Background: an optimization exercise with open tools, aiming at small area, a short achievable clock period and few clock cycles. Do not read the settings as production practice. The RTL was checked by simulation tests, not by an equivalence proof against the original design.

// PE
module PE (
	input clk,
	input rst,
	input PE_en,
	input [13-1:0] i_config,
	input [32-1:0] ifmap,
	input [32-1:0] filter,
	input [32-1:0] ipsum,
	input ifmap_valid,
	input filter_valid,
	input ipsum_valid,
	input opsum_ready,
	output reg [32-1:0] opsum,
	output reg ifmap_ready,
	output reg filter_ready,
	output reg ipsum_ready,
	output reg opsum_valid
);
Settings: LEC_CHECK=0, CAP_MARGIN=20, CORE_MARGIN=2, CORE_UTILIZATION=40, CTS_CLUSTER_DIAMETER=80, CTS_CLUSTER_SIZE=30, PLACE_DENSITY=0.75, SLEW_MARGIN=20; clock period 12.0 ns.
standard.sh (not shown) runs the stock make flow with config.mk's settings and CLKGATE_MAP_FILE= SYNTH_SCRIPT=/design/flow/synth_recipe.tcl, a recipe that flattens the netlist after the stock synthesis.
==> flow/flow/run.sh <==
#!/bin/bash
# Layout flow: the standard synthesis, then a netlist pass (fapol.py) that
# re-polarises full adders to drop the inverters synthesis leaves between them,
# then the standard ORFS layout with repair_timing asked for extra setup margin.
set -euo pipefail
RES=$PWD/orfs/results/sky130hd/PE/base
LIB=$FLOW_HOME/platforms/sky130hd/lib/sky130_fd_sc_hd__tt_025C_1v80.lib
bash standard.sh synth > synth.log 2>&1
cp $RES/1_2_yosys.v $RES/1_2_yosys.orig.v
python3 flow/fapol.py $LIB $RES/1_2_yosys.orig.v $RES/1_2_yosys.v > fapol.log 2>&1
rm -f $RES/1_synth.odb
bash standard.sh SETUP_SLACK_MARGIN=8.4 TNS_END_PERCENT=100 'BUFFER_PORTS_ARGS=-buffer_cell sky130_fd_sc_hd__buf_2' finish > standard.log 2>&1
Other scripts of this flow, unchanged in this note and not shown: flow/flow/fapol.py
Testbench counts at the start, summed over its fixed seeds: cycles 10,032.
Rerun with:
CORE_UTILIZATION = 55   (was 40)
PLACE_DENSITY = not set   (was 0.75)
Fmax drops by 0.55%.
Setup slack got worse by 0.020 ns.
Cell area fell by 1.5%.
Sequential cell count stays the same.
First-iteration DRC count is higher by 9.1%.
Register-to-register slack gets worse by 0.02 ns.
Routed wire length came out higher by 0.58%.
Clock-buffer cell count goes down by 5.
Rerun with:
CORE_UTILIZATION = 40   (was 55)
After rerunning: Final area climbs by 1.9%. Cell count came out higher by 9.9%. Non-clock buffer count goes down by 6. Worst setup slack gains 0.044 ns. Synthesized area does not change. Wire length rose by 1.7%. Count of clock-buffer cells in the layout climbs by 9. Critical path depth drops by 5. Core utilization fell by 16 points.

========
## v36
PE, a different RTL version from the one above (not shown whole).
For scale: ~3900 cells after synthesis, roughly 150 I/O pins, ~54000 µm² of cells after synthesis.
Design PE, start of the top module:
module PE (
	input clk,
	input rst,
	input PE_en,
	input [13-1:0] i_config,
	input [32-1:0] ifmap,
	input [32-1:0] filter,
	input [32-1:0] ipsum,
	input ifmap_valid,
	input filter_valid,
	input ipsum_valid,
	input opsum_ready,
	output reg [32-1:0] opsum,
	output reg ifmap_ready,
	output reg filter_ready,
	output reg ipsum_ready,
	output reg opsum_valid
);
export LEC_CHECK = 0
export CAP_MARGIN = 20
export CORE_MARGIN = 2
export CORE_UTILIZATION = 40
export CTS_CLUSTER_DIAMETER = 70
export CTS_CLUSTER_SIZE = 25
export SLEW_MARGIN = 20
create_clock -name core_clock -period 12.0 [get_ports {clk}]
==> flow/flow/run.sh <==
#!/bin/bash
# Layout flow: the standard synthesis, then a netlist pass (fapol.py) that
# re-polarises full adders to drop the inverters synthesis leaves between them,
# then the standard ORFS layout with repair_timing asked for extra setup margin.
set -euo pipefail
RES=$PWD/orfs/results/sky130hd/PE/base
LIB=$FLOW_HOME/platforms/sky130hd/lib/sky130_fd_sc_hd__tt_025C_1v80.lib
bash standard.sh synth > synth.log 2>&1
cp $RES/1_2_yosys.v $RES/1_2_yosys.orig.v
python3 flow/fapol.py $LIB $RES/1_2_yosys.orig.v $RES/1_2_yosys.v > fapol.log 2>&1
rm -f $RES/1_synth.odb
bash standard.sh SETUP_SLACK_MARGIN=8 TNS_END_PERCENT=100 'BUFFER_PORTS_ARGS=-buffer_cell sky130_fd_sc_hd__buf_2' finish > standard.log 2>&1
Other scripts of this flow, unchanged in this note and not shown: flow/flow/fapol.py
Testbench counts of v36, summed over its fixed seeds: cycles 9,840.
Input-level comparison between v32 and v36:
--- a/flow/flow/run.sh
+++ b/flow/flow/run.sh
@@ -12 +12 @@
-bash standard.sh SETUP_SLACK_MARGIN=8 TNS_END_PERCENT=100 'BUFFER_PORTS_ARGS=-buffer_cell sky130_fd_sc_hd__buf_2' finish > standard.log 2>&1
+bash standard.sh SETUP_SLACK_MARGIN=8.2 TNS_END_PERCENT=100 'BUFFER_PORTS_ARGS=-buffer_cell sky130_fd_sc_hd__buf_2' finish > standard.log 2>&1
--- a/flow/config.mk
+++ b/flow/config.mk
@@ -11,2 +11,2 @@
-export CTS_CLUSTER_DIAMETER = 70
-export CTS_CLUSTER_SIZE = 25
+export CTS_CLUSTER_DIAMETER = 80
+export CTS_CLUSTER_SIZE = 30
[summary]
- In summary, v32 completed successfully, with a layout that passed the timing, design-rule and antenna checks.
- For the critical path's largest stage delay, v32 came in 0.06 ns lower than v36 did.
- In the metrics for v32 and v36, the one carrying the higher clock-buffer cell count is v36.
- Diff v36..v32 | critical path depth | unchanged
- Comparing v32 and v36, the higher final design area excluding fillers was measured on v32.
- Going from v36 to v32, fmax grew by 5.1%; global-route usage over all layers saw little to no change.
- Relative to v36, the H-tree depth reported by CTS of v32 is lower by 1.
[inputs] v54 vs v32
--- a/flow/flow/run.sh
+++ b/flow/flow/run.sh
@@ -12 +12 @@
-bash standard.sh SETUP_SLACK_MARGIN=8.2 TNS_END_PERCENT=100 'BUFFER_PORTS_ARGS=-buffer_cell sky130_fd_sc_hd__buf_2' finish > standard.log 2>&1
+bash standard.sh SETUP_SLACK_MARGIN=8 TNS_END_PERCENT=100 'BUFFER_PORTS_ARGS=-buffer_cell sky130_fd_sc_hd__buf_2' finish > standard.log 2>&1
## What came out
- Fill cell instance count of the final layout: v32 and v54 compared, higher one is v54
- Between v32 and v54, the clock network latency to the later pin of the worst-skew pair does not differ in any meaningful way.
- On hold buffer count at CTS, v32 tracks v54 almost exactly.
- Every stage of the flow completed for v54, and the final layout passed the timing, design-rule and antenna checks.
- Run comparison: v32 origin of the worst setup path fsr[10]; v54 origin of the worst setup path q2[11]
- v54 — proportion of cell area occupied by registers 1.0 points higher, v32 as reference

## separate check: timing with driven ports
How much do the figures lean on ideal ports? The routed layouts below were timed once more, with nothing changed but the port constraints.
Step 1 assumes that a clkbuf_16 drives the clock port and a buf_2 every other input.
Step 2 times the ports against the registers' clock, not the clock port: input delays grow and output delays shrink by t, the midpoint of the rising clock arrivals with the driver on.
Three values: no drivers, after step 1, after step 2; two values: the first two.
run | shift t [ns] | setup WS [ns] | clock arrival spread, ns
the first run of note 1 | 0.738 | 8.293 / 8.267 / 7.790 | 0.045 / 0.045
the second run of note 1 | 0.740 | 8.272 / 8.246 / 7.720 | 0.048 / 0.048
the third run of note 1 | 0.773 | 8.316 / 8.241 / 7.775 | 0.050 / 0.050
v36 | 0.772 | 7.991 / 7.991 / 7.411 | 0.043 / 0.043
v32 | 0.750 | 8.184 / 8.184 / 7.562 | 0.074 / 0.073
v54 | 0.762 | 8.006 / 8.006 / 7.401 | 0.078 / 0.078
After both steps setup and hold are still met in every run listed. For v32, which loses most, drivers alone change the setup slack by 0.000 ns; drivers and shift together by -0.622 ns.
